What follows belongs to an exercise in optimizing a design on an open flow for small area and a short achievable clock period; a production flow would make more cautious choices.
Only simulation tests tie the RTL to the original design; equivalence was not proved.
Power and IR drop assume default switching activity.

== build 23 ==
==> flow/design.v (excerpt) <==
module addmachine
    ( input wire clock
    , input wire reset
    , input wire prog_we
    , input wire[4:0] prog_addr
    , input wire[7:0] prog_data
    , output wire[7:0] res
    );
reg [7:0] acc;
reg [7:0] ex;
reg [7:0] opr;
reg       opf;
reg [7:0] fi;
reg       nfi, nacc, bub;
reg [4:0] fad;
wire is_loadi = ex[7:4] == 4'b0001;
wire is_addi  = ex[7:4] == 4'b0010;
wire is_load  = ex[7:5] == 3'b101;
wire is_store = ex[7:5] == 3'b110 && !bub;
wire rd_mem   = ex[7:6] == 2'b10;            
wire keep_acc = ~(is_loadi | is_load);       
wire [7:0] wdata = reset ? prog_data : acc;
wire [4:0] waddr = reset ? prog_addr : ex[4:0];
wire       wen   = reset ? prog_we : is_store;
wire [31:0] we, hold;
dec5c dw (.a(waddr), .en(wen), .y(we), .yn(hold));
wire [7:0] nx    = ({8{nfi}} & fi) | ({8{nacc}} & acc) | ({8{bub}} & mem[0]);
wire [4:0] oaddr = nx[4:0];
wire       fwd_o = is_store && ex[4:0] == oaddr;
wire       fwd_f = is_store && ex[4:0] == fad;
wire [31:0] sel_op, sel_f;
dec5 dop (.a(oaddr), .y(sel_op));
dec5 df  (.a(fad), .y(sel_f));
reg [7:0] mem [0:31];
wire [7:0] opr_nxt, fi_nxt;
genvar i, j;
generate
    for (i = 0; i < 32; i = i + 1) begin : m
        wire [7:0] nxt;
        for (j = 0; j < 8; j = j + 1) begin : b
            wbit w (.q(mem[i][j]), .d(wdata[j]), .we(we[i]), .hold(hold[i]), .y(nxt[j]));
        end
        always @(posedge clock)
            mem[i] <= nxt;
    end
    for (j = 0; j < 8; j = j + 1) begin : r
        wire [10:0] to, tf;
        for (i = 0; i < 10; i = i + 1) begin : g
            ao3n uo (.a0(mem[3*i][j]), .s0(sel_op[3*i]), .a1(mem[3*i+1][j]), .s1(sel_op[3*i+1]),
                     .a2(mem[3*i+2][j]), .s2(sel_op[3*i+2]), .yn(to[i]));
            ao3n uf (.a0(mem[3*i][j]), .s0(sel_f[3*i]), .a1(mem[3*i+1][j]), .s1(sel_f[3*i+1]),
                     .a2(mem[3*i+2][j]), .s2(sel_f[3*i+2]), .yn(tf[i]));
        end
  ...
Size in the first run: ~24 I/O pins, roughly 13000 µm² of cells after synthesis.
Settings: LEC_CHECK=0, ABC_CLOCK_PERIOD_IN_PS=2800, CAP_MARGIN=20, CELL_PAD_IN_SITES_DETAIL_PLACEMENT=1, CELL_PAD_IN_SITES_GLOBAL_PLACEMENT=2, CORE_MARGIN=2, CORE_UTILIZATION=50, PLACE_DENSITY=0.7, SETUP_SLACK_MARGIN=3.2, SLEW_MARGIN=20, SYNTH_HIERARCHICAL=1, SYNTH_MINIMUM_KEEP_SIZE=0, TNS_END_PERCENT=100; clock period 6.0 ns.
standard.sh (not shown) runs the stock make flow with config.mk's settings and CLKGATE_MAP_FILE= SYNTH_SCRIPT=/design/flow/synth_recipe.tcl, a recipe that flattens the netlist after the stock synthesis.
==> flow/flow/run.sh <==
#!/bin/bash
# The standard layout, with two changes: the ports get plain buf_2 buffers
# (which timing repair may resize), and clock tree synthesis adds no dummy
# loads and clusters more flip-flops per leaf buffer.
set -euo pipefail
export BUFFER_PORTS_ARGS="-buffer_cell sky130_fd_sc_hd__buf_2"
export CTS_ARGS="-sink_clustering_enable -repair_clock_nets -buf_list {sky130_fd_sc_hd__clkbuf_4 sky130_fd_sc_hd__clkbuf_8} -sink_clustering_size 14 -sink_clustering_max_diameter 60 -dont_use_dummy_load"
bash standard.sh > standard.log 2>&1
### build 23 -> build 38
# build 23
export LEC_CHECK = 0
export ABC_CLOCK_PERIOD_IN_PS = 2800
export CAP_MARGIN = 20
export CELL_PAD_IN_SITES_DETAIL_PLACEMENT = 1
export CELL_PAD_IN_SITES_GLOBAL_PLACEMENT = 2
export CORE_MARGIN = 2
export CORE_UTILIZATION = 50
export PLACE_DENSITY = 0.7
export SETUP_SLACK_MARGIN = 3.2
export SLEW_MARGIN = 20
export SYNTH_HIERARCHICAL = 1
export SYNTH_MINIMUM_KEEP_SIZE = 0
export TNS_END_PERCENT = 100
create_clock -name core_clock -period 6.0 [get_ports {clock}]
# build 38
export LEC_CHECK = 0
export ABC_CLOCK_PERIOD_IN_PS = 2800
export CAP_MARGIN = 20
export CELL_PAD_IN_SITES_DETAIL_PLACEMENT = 1
export CELL_PAD_IN_SITES_GLOBAL_PLACEMENT = 2
export CORE_MARGIN = 2
export CORE_UTILIZATION = 45
export PLACE_DENSITY = 0.65
export SETUP_SLACK_MARGIN = 3.25
export SLEW_MARGIN = 20
export SYNTH_HIERARCHICAL = 1
export SYNTH_MINIMUM_KEEP_SIZE = 0
export TNS_END_PERCENT = 100
create_clock -name core_clock -period 6.0 [get_ports {clock}]
==> summary.txt <==
Build 38: all stages complete, timing, DRC and antenna checks passed
Build 23 completed every stage of the flow, and the final layout passed the timing, design-rule and antenna checks.
Looking at sequential share of layout area, build 38 sits 0.87 points lower than build 23 does.
For the register-to-register slack, build 38 came in 0.03 ns lower than build 23 did.
Build 38 gives less via-per-instance ratio than build 23 did.
Higher utilization among build 38 and build 23: build 23
Compared with build 23, build 38 shows a combinational cell fraction of total power that is 1.0 points higher.
Delta (build 38 minus build 23): proportion of power drawn by the clock network neither gained nor lost much, met1 demand-to-capacity share in global routing -2.3 points, period utilization held.
#### Input delta (build 76 over build 38)
# build 38
export LEC_CHECK = 0
export ABC_CLOCK_PERIOD_IN_PS = 2800
export CAP_MARGIN = 20
export CELL_PAD_IN_SITES_DETAIL_PLACEMENT = 1
export CELL_PAD_IN_SITES_GLOBAL_PLACEMENT = 2
export CORE_MARGIN = 2
export CORE_UTILIZATION = 45
export PLACE_DENSITY = 0.65
export SETUP_SLACK_MARGIN = 3.25
export SLEW_MARGIN = 20
export SYNTH_HIERARCHICAL = 1
export SYNTH_MINIMUM_KEEP_SIZE = 0
export TNS_END_PERCENT = 100
create_clock -name core_clock -period 6.0 [get_ports {clock}]
# build 76
export LEC_CHECK = 0
export ABC_CLOCK_PERIOD_IN_PS = 2800
export CAP_MARGIN = 20
export CELL_PAD_IN_SITES_DETAIL_PLACEMENT = 1
export CELL_PAD_IN_SITES_GLOBAL_PLACEMENT = 2
export CORE_MARGIN = 2
export CORE_UTILIZATION = 45
export PLACE_DENSITY = 0.65
export SETUP_SLACK_MARGIN = 3.1
export SLEW_MARGIN = 20
export SYNTH_HIERARCHICAL = 1
export SYNTH_MINIMUM_KEEP_SIZE = 0
export TNS_END_PERCENT = 100
create_clock -name core_clock -period 6.0 [get_ports {clock}]
Notes after the runs:
Summary: total detailed-routing wirelength, build 76 better than build 38
Ratio of final minimum period to clock period (higher): build 76
On initial antenna violation count: between build 76 and build 38, it ends up lower for build 76.
Finished layout cell area is higher on build 38
Build 76: critical path depth 6 above build 38

========
branch harbor:
addmachine, a different RTL version from the one above (not shown whole).
Size in the first run: ~24 I/O pins, roughly 12000 um2 of cells after synthesis.
Design addmachine, start of the top module:
module addmachine
    ( input wire clock
    , input wire reset
    , input wire prog_we
    , input wire[4:0] prog_addr
    , input wire[7:0] prog_data
    , output wire[7:0] res
    );
Settings: LEC_CHECK=0, ABC_CLOCK_PERIOD_IN_PS=2800, CAP_MARGIN=20, CELL_PAD_IN_SITES_DETAIL_PLACEMENT=1, CELL_PAD_IN_SITES_GLOBAL_PLACEMENT=2, CORE_MARGIN=2, CORE_UTILIZATION=45, PLACE_DENSITY=0.65, SETUP_SLACK_MARGIN=3.2, SLEW_MARGIN=20, SYNTH_HIERARCHICAL=1, SYNTH_MINIMUM_KEEP_SIZE=0, TNS_END_PERCENT=5; clock period 6.0 ns.
Scripts as last shown in full above: flow/flow/run.sh
branch harbor went all the way through the flow, and no timing, DRC or antenna check failed.
Setup changes, branch harbor to branch indigo
Settings: swapping 0.65 for 0.5 in PLACE_DENSITY; swapping 45 for 30 in CORE_UTILIZATION.
==> comparison <==
[compare] base=branch harbor new=branch indigo: global routing usage on met3 dropped 1.5 points; setup slack picked up an extra 0.055 ns. branch harbor has a higher met2 usage than branch indigo. The combinational fraction of design power in branch indigo sits 0.5 points above the value recorded for branch harbor. The starting density of the core in branch indigo sits 16 points below the value recorded for branch harbor. Capturing instance or port of the critical path = mem[13][2]: branch indigo; capturing instance or port of the critical path = mem[22][6]: branch harbor. Looking at non-clock buffer total of the final layout, branch indigo sits 28 higher than branch harbor does. Comparing branch harbor and branch indigo, the higher number of buffers inserted to repair setup after CTS was measured on branch indigo. Note that the total detailed-routing wirelength recorded for branch harbor amounts to 0.870 times the value seen in branch indigo. Going from branch harbor to branch indigo, sequential power closely matched the old numbers; die span in x increased by about 22% relative to the old numbers.

========
## run 1
Another version of the RTL of addmachine (not shown whole).
Size in the first run: about 1200 cells after synthesis, about 300 flip-flops.
==> flow/config.mk <==
export PLATFORM = sky130hd
export DESIGN_NAME = addmachine
export DESIGN_NICKNAME = addmachine
export VERILOG_FILES = /design/flow/design.v
export SDC_FILE = /design/flow/constraint.sdc
export NUM_CORES = 4
export LEC_CHECK = 0
export ABC_CLOCK_PERIOD_IN_PS = 2800
export CAP_MARGIN = 20
export CELL_PAD_IN_SITES_DETAIL_PLACEMENT = 1
export CELL_PAD_IN_SITES_GLOBAL_PLACEMENT = 2
export CORE_MARGIN = 2
export CORE_UTILIZATION = 45
export PLACE_DENSITY = 0.65
export SETUP_SLACK_MARGIN = 3.1
export SLEW_MARGIN = 20
export SYNTH_HIERARCHICAL = 1
export SYNTH_MINIMUM_KEEP_SIZE = 0
export TNS_END_PERCENT = 100
==> flow/constraint.sdc <==
create_clock -name core_clock -period 6.0 [get_ports {clock}]
set_input_delay 1.2000 -clock core_clock [delete_from_list [all_inputs] [get_ports {clock}]]
set_output_delay 1.2000 -clock core_clock [all_outputs]
set_load 0.01 [all_outputs]
==> flow/flow/run.sh <==
#!/bin/bash
# The standard layout, with two changes: the ports get plain buf_2 buffers
# (which timing repair may resize), and clock tree synthesis adds no dummy
# loads and clusters more flip-flops per leaf buffer.
set -euo pipefail
export BUFFER_PORTS_ARGS="-buffer_cell sky130_fd_sc_hd__buf_2"
export CTS_ARGS="-sink_clustering_enable -repair_clock_nets -buf_list {sky130_fd_sc_hd__clkbuf_4} -sink_clustering_size 10 -sink_clustering_max_diameter 40 -dont_use_dummy_load"
bash standard.sh > standard.log 2>&1
--- input diff run 1..run 2 ---
# run 1
export LEC_CHECK = 0
export ABC_CLOCK_PERIOD_IN_PS = 2800
export CAP_MARGIN = 20
export CELL_PAD_IN_SITES_DETAIL_PLACEMENT = 1
export CELL_PAD_IN_SITES_GLOBAL_PLACEMENT = 2
export CORE_MARGIN = 2
export CORE_UTILIZATION = 45
export PLACE_DENSITY = 0.65
export SETUP_SLACK_MARGIN = 3.1
export SLEW_MARGIN = 20
export SYNTH_HIERARCHICAL = 1
export SYNTH_MINIMUM_KEEP_SIZE = 0
export TNS_END_PERCENT = 100
create_clock -name core_clock -period 6.0 [get_ports {clock}]
# run 2
export LEC_CHECK = 0
export ABC_CLOCK_PERIOD_IN_PS = 2800
export CAP_MARGIN = 20
export CELL_PAD_IN_SITES_DETAIL_PLACEMENT = 1
export CELL_PAD_IN_SITES_GLOBAL_PLACEMENT = 1
export CORE_MARGIN = 2
export CORE_UTILIZATION = 45
export PLACE_DENSITY = 0.65
export SETUP_SLACK_MARGIN = 3.1
export SLEW_MARGIN = 20
export SYNTH_HIERARCHICAL = 1
export SYNTH_MINIMUM_KEEP_SIZE = 0
export TNS_END_PERCENT = 100
create_clock -name core_clock -period 6.0 [get_ports {clock}]
==> flow/flow/run.sh <==
#!/bin/bash
# The standard layout, with two changes: the ports get plain buf_2 buffers
# (which timing repair may resize), and clock tree synthesis adds no dummy
# loads and clusters more flip-flops per leaf buffer.
set -euo pipefail
export BUFFER_PORTS_ARGS="-buffer_cell sky130_fd_sc_hd__buf_2"
export CTS_ARGS="-sink_clustering_enable -repair_clock_nets -buf_list {sky130_fd_sc_hd__clkbuf_4 sky130_fd_sc_hd__clkbuf_8} -sink_clustering_size 14 -sink_clustering_max_diameter 60 -dont_use_dummy_load"
bash standard.sh > standard.log 2>&1
Notes after the runs:
- Run 1 vs run 2, startpoint of the most critical setup path: nacc$_SDFF_PP0_ vs bub$_DFF_P_
- Against run 1 as the reference, run 2 delivers a higher number of signal-net inverters in the final layout.
- Critical path arrival is lower on run 1
- Compared with run 1, run 2 shows a worst setup slack that is 0.085 ns lower.
- Post-placement setup slack: run 2 worse than run 1
- ~same register clock-pin slew on the reported worst setup and hold paths in run 2 and run 1
- STATUS minimum clock period: run 2 loses against run 1
- Run 2 — global-route usage 0.79 points higher, run 1 as reference
- Compared with run 1, sum of met2 wire segment lengths after detailed routing in run 2 increased by a little under 10%.
- [compare] base=run 1 new=run 2: placed wire-length estimate now larger; routed via count now larger.
The following lists how run 3 was set up differently from run 2:
# run 2
export LEC_CHECK = 0
export ABC_CLOCK_PERIOD_IN_PS = 2800
export CAP_MARGIN = 20
export CELL_PAD_IN_SITES_DETAIL_PLACEMENT = 1
export CELL_PAD_IN_SITES_GLOBAL_PLACEMENT = 1
export CORE_MARGIN = 2
export CORE_UTILIZATION = 45
export PLACE_DENSITY = 0.65
export SETUP_SLACK_MARGIN = 3.1
export SLEW_MARGIN = 20
export SYNTH_HIERARCHICAL = 1
export SYNTH_MINIMUM_KEEP_SIZE = 0
export TNS_END_PERCENT = 100
create_clock -name core_clock -period 6.0 [get_ports {clock}]
# run 3
export LEC_CHECK = 0
export ABC_CLOCK_PERIOD_IN_PS = 2800
export CAP_MARGIN = 20
export CELL_PAD_IN_SITES_DETAIL_PLACEMENT = 1
export CELL_PAD_IN_SITES_GLOBAL_PLACEMENT = 2
export CORE_MARGIN = 2
export CORE_UTILIZATION = 40
export PLACE_DENSITY = 0.65
export SETUP_SLACK_MARGIN = 3.1
export SLEW_MARGIN = 20
export SYNTH_HIERARCHICAL = 1
export SYNTH_MINIMUM_KEEP_SIZE = 0
export TNS_END_PERCENT = 100
create_clock -name core_clock -period 6.0 [get_ports {clock}]
### Flow results
Run 3 ended up with a higher critical path depth in cells than run 2 did.
Re synthesized net count: no difference whatsoever between run 3 and run 2.
Core utilization: run 3 vs run 2 down 5.7 points
Taking run 2 as the reference, in run 3 combinational power share fell by 1.5 points, time the worst path needs with I/O delays and setup down 0.090 ns.
Compared with run 2, in run 3 routed via count now smaller, global-route met2 utilization now smaller, power dissipated in sequential cells held.

[re-timing with driven ports]
No port has a modelled driver above. Below, the same layouts with a new extraction and two added sets of constraints.
Step 1 (the two cells are an assumption about what drives the block):
set clk [get_ports {clock}]
set_driving_cell -lib_cell sky130_fd_sc_hd__clkbuf_16 $clk
set_driving_cell -lib_cell sky130_fd_sc_hd__buf_2 [delete_from_list [all_inputs] $clk]
Step 2 also shifts input and output timing later by t, the mid clock arrival at the registers, as if the neighbouring blocks saw the same clock.
Slacks: ideal ports / drivers / drivers and shift; pairs: ideal ports / drivers.
| run | t (ns) | setup slack, ns | worst slew at a driven data input, ns |
|---|---|---|---|
| build 23 | 0.648 | 3.148 / 3.023 / 2.445 | 0.20 |
| build 38 | 0.648 | 3.154 / 3.032 / 2.486 | 0.19 |
| build 76 | 0.643 | 3.094 / 3.050 / 2.630 | 0.15 |
| branch harbor | 0.631 | 2.977 / 2.976 / 2.345 | 0.06 |
| branch indigo | 0.647 | 3.032 / 2.912 / 2.265 | 0.19 |
| run 1 | 0.716 | 3.109 / 3.069 / 2.429 | 0.06 |
| run 2 | 0.642 | 3.024 / 3.018 / 2.386 | 0.16 |
| run 3 | 0.578 | 3.114 / 3.016 / 2.468 | 0.16 |
After both steps every run listed still meets setup and hold. The setup slack of branch indigo, which loses most, moves by -0.120 ns with the drivers and by -0.767 ns with both steps.
